Background: an optimization exercise with open tools, aiming at small area and a short achievable clock period. Do not read the settings as production practice. Only simulation tests tie the RTL to the original design; equivalence was not proved. Power figures rest on the tool's default switching activity, not on a simulated workload.

==> flow/design.v (excerpt) <==
module Core(
  input         clock,
  input         reset,
  output [31:0] io_imem_addr,
  input  [31:0] io_imem_inst,
  output [31:0] io_dmem_addr,
  input  [31:0] io_dmem_rdata,
  output        io_dmem_wen,
  output [31:0] io_dmem_wdata,
  output        io_exit
);
clock: 11.0 ns
lec_check: 0
cap_margin: 20
cell_pad_in_sites_detail_placement: 1
cell_pad_in_sites_global_placement: 2
core_margin: 2
core_utilization: 40
place_density: 0.5
setup_slack_margin: 3.0
slew_margin: 20
synth_hierarchical: 1
standard.sh (not shown) runs the stock make flow with config.mk's settings and CLKGATE_MAP_FILE= SYNTH_SCRIPT=/design/flow/synth_recipe.tcl, a recipe that flattens the netlist after the stock synthesis.
==> flow/flow/run.sh <==
#!/bin/bash
# Own layout flow: the standard synthesis unchanged, then the standard ORFS
# layout with these changes: ports are buffered with buf_4 instead of the
# buffer_ports default, timing repair may resize across cell footprints, and
# clock tree synthesis inserts no dummy load cells.
set -euo pipefail
bash standard.sh synth > synth.log 2>&1
bash standard.sh MATCH_CELL_FOOTPRINT=0 \
  "BUFFER_PORTS_ARGS=-buffer_cell sky130_fd_sc_hd__buf_4" \
  "CTS_ARGS=-sink_clustering_enable -repair_clock_nets -dont_use_dummy_load -buf_list sky130_fd_sc_hd__clkbuf_8" \
  finish > layout.log 2>&1
The starting point passed the timing, DRC and antenna checks.
Then changed:
--- a/flow/design.v
+++ b/flow/design.v
@@ -21,44 +21,26 @@
   wire is_jal   = opc == 7'b1101111;
   wire is_jalr  = opc == 7'b1100111;
   wire is_br    = opc == 7'b1100011;
   wire is_lw    = opc == 7'b0000011;
   wire is_sw    = opc == 7'b0100011;
   wire is_opi   = opc == 7'b0010011;
   wire is_op    = opc == 7'b0110011;
   wire is_alu   = is_op | is_opi;
   wire [31:0] wd;
   wire        we = is_lui | is_auipc | is_jal | is_jalr | is_lw | is_alu;
-  wire [31:0] sel1, sel2, wsel;       
-  wire [31:0] sel1l, sel2l;            
-  wire [3:0] pa1n, pa2n;
-  wire [7:0] pb1n, pb2n;
-  genvar gj;
-  generate
-    for (gj = 0; gj < 4; gj = gj + 1) begin : g_pa
-      assign pa1n[gj] = ~(rs1[1:0] == gj);
-      assign pa2n[gj] = ~(rs2[1:0] == gj);
-    end
-    for (gj = 0; gj < 8; gj = gj + 1) begin : g_pb
-      assign pb1n[gj] = ~(rs1[4:2] == gj);
-      assign pb2n[gj] = ~(rs2[4:2] == gj);
-    end
-    for (gj = 0; gj < 32; gj = gj + 1) begin : g_sel
-      c_nor2 s1h (.a(pa1n[gj % 4]), .b(pb1n[gj / 4]), .y(sel1[gj]));
-      c_nor2 s1l (.a(pa1n[gj % 4]), .b(pb1n[gj / 4]), .y(sel1l[gj]));
-      c_nor2 s2h (.a(pa2n[gj % 4]), .b(pb2n[gj / 4]), .y(sel2[gj]));
-      c_nor2 s2l (.a(pa2n[gj % 4]), .b(pb2n[gj / 4]), .y(sel2l[gj]));
-    end
-  endgenerate
+  wire [31:0] sel1, sel2, wsel;
   genvar gi, gb;
   generate
     for (gi = 0; gi < 32; gi = gi + 1) begin : g_dec
+      assign sel1[gi] = rs1 == gi;
+      assign sel2[gi] = rs2 == gi;
       assign wsel[gi] = we & (rd == gi);
     end
   endgenerate
   wire [31:0] rf_q [0:31];
   assign rf_q[0] = 32'h0;
   generate
     for (gi = 1; gi < 32; gi = gi + 1) begin : g_rf
       reg  [31:0] r;
       wire [31:0] d;
       wire        wen  = wsel[gi];
@@ -66,32 +48,30 @@
       for (gb = 0; gb < 32; gb = gb + 1) begin : g_bit
         c_a22o u_h (.a1(wen), .a2(wd[gb]), .b1(wenb), .b2(r[gb]), .x(d[gb]));
       end
       always @(posedge clock) r <= d;
       assign rf_q[gi] = r;
     end
   endgenerate
   wire [31:0] rs1_v, rs2_v, rs1_n;
   generate
     for (gb = 0; gb < 32; gb = gb + 1) begin : g_rd
-      wire [31:0] q1 = gb < 16 ? sel1l : sel1;
-      wire [31:0] q2 = gb < 16 ? sel2l : sel2;
       wire [10:0] t1, t2;
       for (gi = 0; gi < 11; gi = gi + 1) begin : g_grp
         if (gi < 10) begin : g3
-          c_aoi222 u1 (.a1(q1[3*gi+1]), .a2(rf_q[3*gi+1][gb]), .b1(q1[3*gi+2]), .b2(rf_q[3*gi+2][gb]),
-                       .c1(q1[3*gi+3]), .c2(rf_q[3*gi+3][gb]), .y(t1[gi]));
-          c_aoi222 u2 (.a1(q2[3*gi+1]), .a2(rf_q[3*gi+1][gb]), .b1(q2[3*gi+2]), .b2(rf_q[3*gi+2][gb]),
-                       .c1(q2[3*gi+3]), .c2(rf_q[3*gi+3][gb]), .y(t2[gi]));
+          c_aoi222 u1 (.a1(sel1[3*gi+1]), .a2(rf_q[3*gi+1][gb]), .b1(sel1[3*gi+2]), .b2(rf_q[3*gi+2][gb]),
+                       .c1(sel1[3*gi+3]), .c2(rf_q[3*gi+3][gb]), .y(t1[gi]));
+          c_aoi222 u2 (.a1(sel2[3*gi+1]), .a2(rf_q[3*gi+1][gb]), .b1(sel2[3*gi+2]), .b2(rf_q[3*gi+2][gb]),
+                       .c1(sel2[3*gi+3]), .c2(rf_q[3*gi+3][gb]), .y(t2[gi]));
         end else begin : g1
-          assign t1[gi] = ~(q1[31] & rf_q[31][gb]);
-          assign t2[gi] = ~(q2[31] & rf_q[31][gb]);
+          assign t1[gi] = ~(sel1[31] & rf_q[31][gb]);
+          assign t2[gi] = ~(sel2[31] & rf_q[31][gb]);
         end
       end
       wire [2:0] u1, u2;
       wire       v1n, v2n;
       c_nand4 n10 (.a(t1[0]), .b(t1[1]), .c(t1[2]), .d(t1[3]), .y(u1[0]));
       c_nand4 n11 (.a(t1[4]), .b(t1[5]), .c(t1[6]), .d(t1[7]), .y(u1[1]));
       c_nand3 n12 (.a(t1[8]), .b(t1[9]), .c(t1[10]), .y(u1[2]));
       c_nor3  n13 (.a(u1[0]), .b(u1[1]), .c(u1[2]), .y(v1n));
       c_nand4 n20 (.a(t2[0]), .b(t2[1]), .c(t2[2]), .d(t2[3]), .y(u2[0]));
       c_nand4 n21 (.a(t2[4]), .b(t2[5]), .c(t2[6]), .d(t2[7]), .y(u2[1]));
=>
- worst setup slack degrades by 0.061 ns
- sequential share of layout area went down by 0.36 points
- critical path depth went down by 1
- clock skew went down by 0.026 ns
- via count went up slightly
- final area went up slightly
- core utilization went up by 0.81 points
- cell count barely changes
- non-clock buffer count went up by 92
- wire length went up by a few percent
- count of clock-buffer cells in the layout went up by 5
- power went up by a few percent

## re-timing with driven ports
No port has a modelled driver above. Below, the same layouts with a new extraction and two added sets of constraints. Step 1, drivers: a clkbuf_16 drives clock and a buf_2 each remaining input, both assumed. Step 2 also shifts input and output timing later by t, the mid clock arrival at the registers, as if the neighbouring blocks saw the same clock. Slacks: no drivers / after step 1 / after step 2; pairs: no drivers / after step 1.
| run | t, ns | slack for setup (ns) | hold slack, ns | worst setup path at the end |
|---|---|---|---|---|
| the first run | 0.986 | 2.551 / 2.351 / 1.904 | 0.497 / 0.497 / 0.497 | input to register |
| the second run | 0.974 | 2.490 / 2.361 / 2.023 | 0.494 / 0.494 / 0.494 | input to register |
After both steps setup and hold are still met in every run listed. The setup slack of the first run, which loses most, moves by -0.200 ns with the drivers and by -0.647 ns with both steps.
